From an optimization exercise on the open Yosys and OpenROAD flow, aimed at small area and a short achievable clock period; shortcuts taken in it are not production practice.
Function was checked by simulation only, so behaviour that the tests miss may differ from the original.

the baseline:
## mips
module mips(input         clk, reset,
            output [31:0] pc,
            input  [31:0] instr,
            output        memwrite,
            output [31:0] memaddr,
            output [31:0] memwritedata,
            input  [31:0] memreaddata);
  reg  [31:0] pcF;           
  reg  [31:0] pcprev;        
  reg  [11:0] ctlD;          
  reg  [19:0] fldD;          
  reg         sltiD;         
  reg         sxD;           
  reg         fwdAD, fwdBD;  
  reg  [31:0] srcaEn, wdEn;  
  reg  [31:0] immxE;         
  reg  [4:0]  wregE;
  reg         subE;
  reg         memtoregE, memwriteE, branchE, regwriteE, jumpE;
  reg  [31:0] aluoutM, wdM;
  reg  [4:0]  wregM;
  reg         eqM;
  reg         memtoregM, memwriteM, branchM, regwriteM;
  reg  [31:0] resultW;
  reg  [4:0]  waW;           
  reg         regwriteW;
  wire [31:0] instrD = {ctlD[11:6], fldD, ctlD[5:0]};
  wire [5:0]  opD    = instrD[31:26];
  wire [5:0]  functD = instrD[5:0];
  wire [4:0]  rsD    = instrD[25:21];
  wire [4:0]  rtD    = instrD[20:16];
  wire [4:0]  rdD    = instrD[15:11];
  wire [15:0] immD   = instrD[15:0];
  reg signext, shiftl16, regwrite, regdst, alusrc, branch, memwrite_d,
      memtoreg, jump;
  reg [1:0] aluop;
  always @(*) begin
    {signext, shiftl16, regwrite, regdst, alusrc, branch, memwrite_d,
     memtoreg, jump, aluop} = 11'b0;
    case (opD)
      6'b000000:
        if (functD == 6'b001000)      {jump} = 1'b1;                       
        else if (functD != 6'b000000) {regwrite, regdst, aluop} = 4'b1111;  
      6'b100011: {signext, regwrite, alusrc, memtoreg} = 4'b1111;           
      6'b101011: {signext, alusrc, memwrite_d} = 3'b111;                    
      6'b000100,
  ...
clock: 7.0 ns
lec_check: 0
abc_clock_period_in_ps: 3000
cap_margin: 20
core_margin: 2
core_utilization: 55
cts_buf_list: sky130_fd_sc_hd__clkbuf_16
cts_cluster_diameter: 80
cts_cluster_size: 30
place_density: 0.65
setup_slack_margin: 4.2
slew_margin: 20
synth_hierarchical: 1
run.sh (not shown) runs the stock make flow with config.mk's settings and CLKGATE_MAP_FILE= SYNTH_SCRIPT=/design/flow/synth_recipe.tcl, a recipe that flattens the netlist after the stock synthesis.
The baseline completed end to end with timing, DRC and antenna clean.
The inputs of the candidate differ from those of the baseline as listed below.
--- a/flow/design.v
+++ b/flow/design.v
@@ -50,33 +50,26 @@
                input     [7:0]  mem, wb, rsv, rtv, immx,
                output    [7:0]  a, b, ob, lg,
                output reg       ssum, sslt);
   reg fa0, fa1, fa2, fb0, fb1, fb2, fo0, fo1, fo2, foi, sand, sor, sub;
   always @(posedge clk) begin
     {fa0, fa1, fa2, fb0, fb1, fb2, fo0, fo1, fo2, foi, sand, sor, ssum, sub}
       <= selN;
     sslt <= ssltN;
   end
   wire [7:0] subx = {8{sub}};
   assign a  = ({8{fa1}} & mem) | ({8{fa2}} & wb) | ({8{fa0}} & rsv);
   assign b  = ({8{fb1}} & mem) | ({8{fb2}} & wb) | ({8{fb0}} & rtv);
-  wire [7:0] n1, n2;
-  genvar i;
-  generate
-    for (i = 0; i < 8; i = i + 1) begin : o
-      aoi22 x1(.a1(fo1), .a2(mem[i] ^ sub), .b1(fo2), .b2(wb[i] ^ sub), .y(n1[i]));
-      aoi22 x2(.a1(fo0), .a2(rtv[i] ^ sub), .b1(foi), .b2(immx[i]), .y(n2[i]));
-      nand2 x3(.a(n1[i]), .b(n2[i]), .y(ob[i]));
-    end
-  endgenerate
+  assign ob = ({8{fo1}} & (mem ^ subx)) | ({8{fo2}} & (wb ^ subx)) |
+              ({8{fo0}} & (rtv ^ subx)) | ({8{foi}} & immx);
   assign lg = ({8{sand}} & (a & ob)) | ({8{sor}} & (a | ob));
 endmodule
 module ksadd(input [31:0] a, b, input cin, output [31:0] s);
   wire [31:0] p = a ^ b;
   wire [31:0] g = a & b;
   wire [31:0] G [0:5];
   wire [31:0] P [0:5];
   assign G[0] = {g[31:1], g[0] | (p[0] & cin)};
   assign P[0] = p;
   genvar k, i;
   generate
     for (k = 0; k < 5; k = k + 1) begin : lvl
@@ -92,36 +85,25 @@
         end else begin : cp
           if (k % 2 == 0) begin : n
             assign G[k+1][i] = ~G[k][i];
             assign P[k+1][i] = ~P[k][i];
           end else begin : t
             assign G[k+1][i] = ~G[k][i];
             assign P[k+1][i] = ~P[k][i];
           end
         end
       end
     end
   endgenerate
-  wire [31:0] cn = {G[5][30:0], ~cin};
-  generate
-    for (i = 0; i < 32; i = i + 1) begin : sx
-      xnor2 x(.a(p[i]), .b(cn[i]), .y(s[i]));
-    end
-  endgenerate
-endmodule
-module xnor2(input a, b, output y);
-  assign y = ~(a ^ b);
-endmodule
-module aoi22(input a1, a2, b1, b2, output y);
-  assign y = ~((a1 & a2) | (b1 & b2));
+  assign s = ~(p ^ {G[5][30:0], ~cin});
 endmodule
 module aoi21(input a1, a2, b1, output y);
   assign y = ~((a1 & a2) | b1);
 endmodule
 module oai21(input a1, a2, b1, output y);
   assign y = ~((a1 | a2) & b1);
 endmodule
 module nand2(input a, b, output y);
   assign y = ~(a & b);
 endmodule
 module nor2(input a, b, output y);
   assign y = ~(a | b);
@@ -149,25 +131,25 @@
   reg         sxD;           
   reg         fwdAD, fwdBD;  
   reg  [31:0] srcaEn, wdEn;  
   reg  [31:0] immxE;         
   reg  [4:0]  wregE;
   reg         subE;
   reg         memtoregE, memwriteE, branchE, regwriteE, jumpE;
   reg  [31:0] aluoutM, wdM;
   reg  [4:0]  wregM;
   reg         eqM;
   reg         memtoregM, memwriteM, branchM, regwriteM;
   reg  [31:0] resultW;
-  reg  [4:0]  waW;           
+  reg  [4:0]  wregW;
   reg         regwriteW;
   wire [31:0] instrD = {ctlD[11:6], fldD, ctlD[5:0]};
   wire [5:0]  opD    = instrD[31:26];
   wire [5:0]  functD = instrD[5:0];
   wire [4:0]  rsD    = instrD[25:21];
   wire [4:0]  rtD    = instrD[20:16];
   wire [4:0]  rdD    = instrD[15:11];
   wire [15:0] immD   = instrD[15:0];
   reg signext, shiftl16, regwrite, regdst, alusrc, branch, memwrite_d,
       memtoreg, jump;
   reg [1:0] aluop;
   always @(*) begin
@@ -218,25 +200,25 @@
   wire fa1N = regwriteE & (wregE == rsD);
   wire fa2N = regwriteM & (wregM == rsD);
   wire fb1N = regwriteE & (wregE == rtD);
   wire fb2N = regwriteM & (wregM == rtD);
   wire       sltiN = stall ? sltiD : ~flush & (instr[31:26] == 6'b001010);
   wire [2:0] aluctlN = (aluop == 2'b11 & sltiN) ? 3'b111 : aluctlD;
   wire [31:0] rd1n, rd2n, r31;
   regfile rf(
     .clk (clk),
     .we  (regwriteW),
     .ra1 (rsD),
     .ra2 (rtD),
-    .wa  (waW),
+    .wa  (jumpE ? 5'd31 : wregW),
     .wd  (jumpE ? pcF : resultW),
     .f1  (fwdAD),
     .f2  (fwdBD),
     .fd  (resultW),
     .rd1n(rd1n),
     .rd2n(rd2n),
     .r31 (r31));
   wire [31:0] pcplus4  = pcF + 32'd4;
   wire [31:0] pcbranch = pcprev + {signimmD[29:0], 2'b00};
   wire        selJr    = ~stall & flush & isjrD;
   wire        selBr    = ~stall & flush & ~isjrD & pcsrc;
   wire        selP4    = ~stall & ~(flush & (isjrD | pcsrc));
@@ -314,18 +296,18 @@
     eqM     <= srcA == srcB;
   end
   always @(posedge clk, posedge reset)
     if (reset) {memtoregM, memwriteM, branchM, regwriteM} <= 4'b0;
     else       {memtoregM, memwriteM, branchM, regwriteM} <=
                  {memtoregE, memwriteE, branchE, regwriteE};
   assign pc           = pcF;
   assign memwrite     = memwriteM;
   outreg #(32) maddr(.clk(clk), .d(aluout), .q(memaddr));
   assign memwritedata = wdM;
   always @(posedge clk) begin
     resultW <= memtoregM ? memreaddata : aluoutM;
-    waW     <= (~bubble & jump) ? 5'd31 : wregM;
+    wregW   <= wregM;
   end
   always @(posedge clk, posedge reset)
     if (reset) regwriteW <= 1'b0;
     else       regwriteW <= regwriteM;
 endmodule
==> run notes <==
- The candidate vs the baseline — number of cells on the worst reg-to-reg path rose 5.
- Final setup slack of the worst path, the candidate and the baseline: larger value in the baseline
- Maximum achievable frequency delta (the candidate − the baseline): unfavourable
- Compared with the baseline, the router placed more vias in the candidate.
- Re count of clock-net buffers in the final layout: the candidate and the baseline aren't equal, and the higher value belongs to the candidate.

-- what the ideal ports hide --
Ports are ideal in the flow. The routed layouts listed here were re-timed in OpenROAD. Step 1 assumes that a clkbuf_16 drives the clock port and a buf_2 every other input. Step 2 moves the port delays by t, midway between the first and last clock arrival at a register: inputs arrive t later, outputs are due t later. That takes back most of the time a late clock gives input paths. a / b / c = ideal ports / drivers / drivers and shift; a / b = the first two.
| run | shift t [ns] | setup slack, ns | cell pins on the clock port's net |
|---|---|---|---|
| the baseline | 0.809 | 4.134 / 4.134 / 3.476 | 1 |
| the candidate | 0.819 | 3.998 / 3.998 / 3.635 | 1 |
After both steps every run listed still meets setup and hold. For the baseline, which loses most, drivers alone change the setup slack by 0.000 ns; drivers and shift together by -0.658 ns.
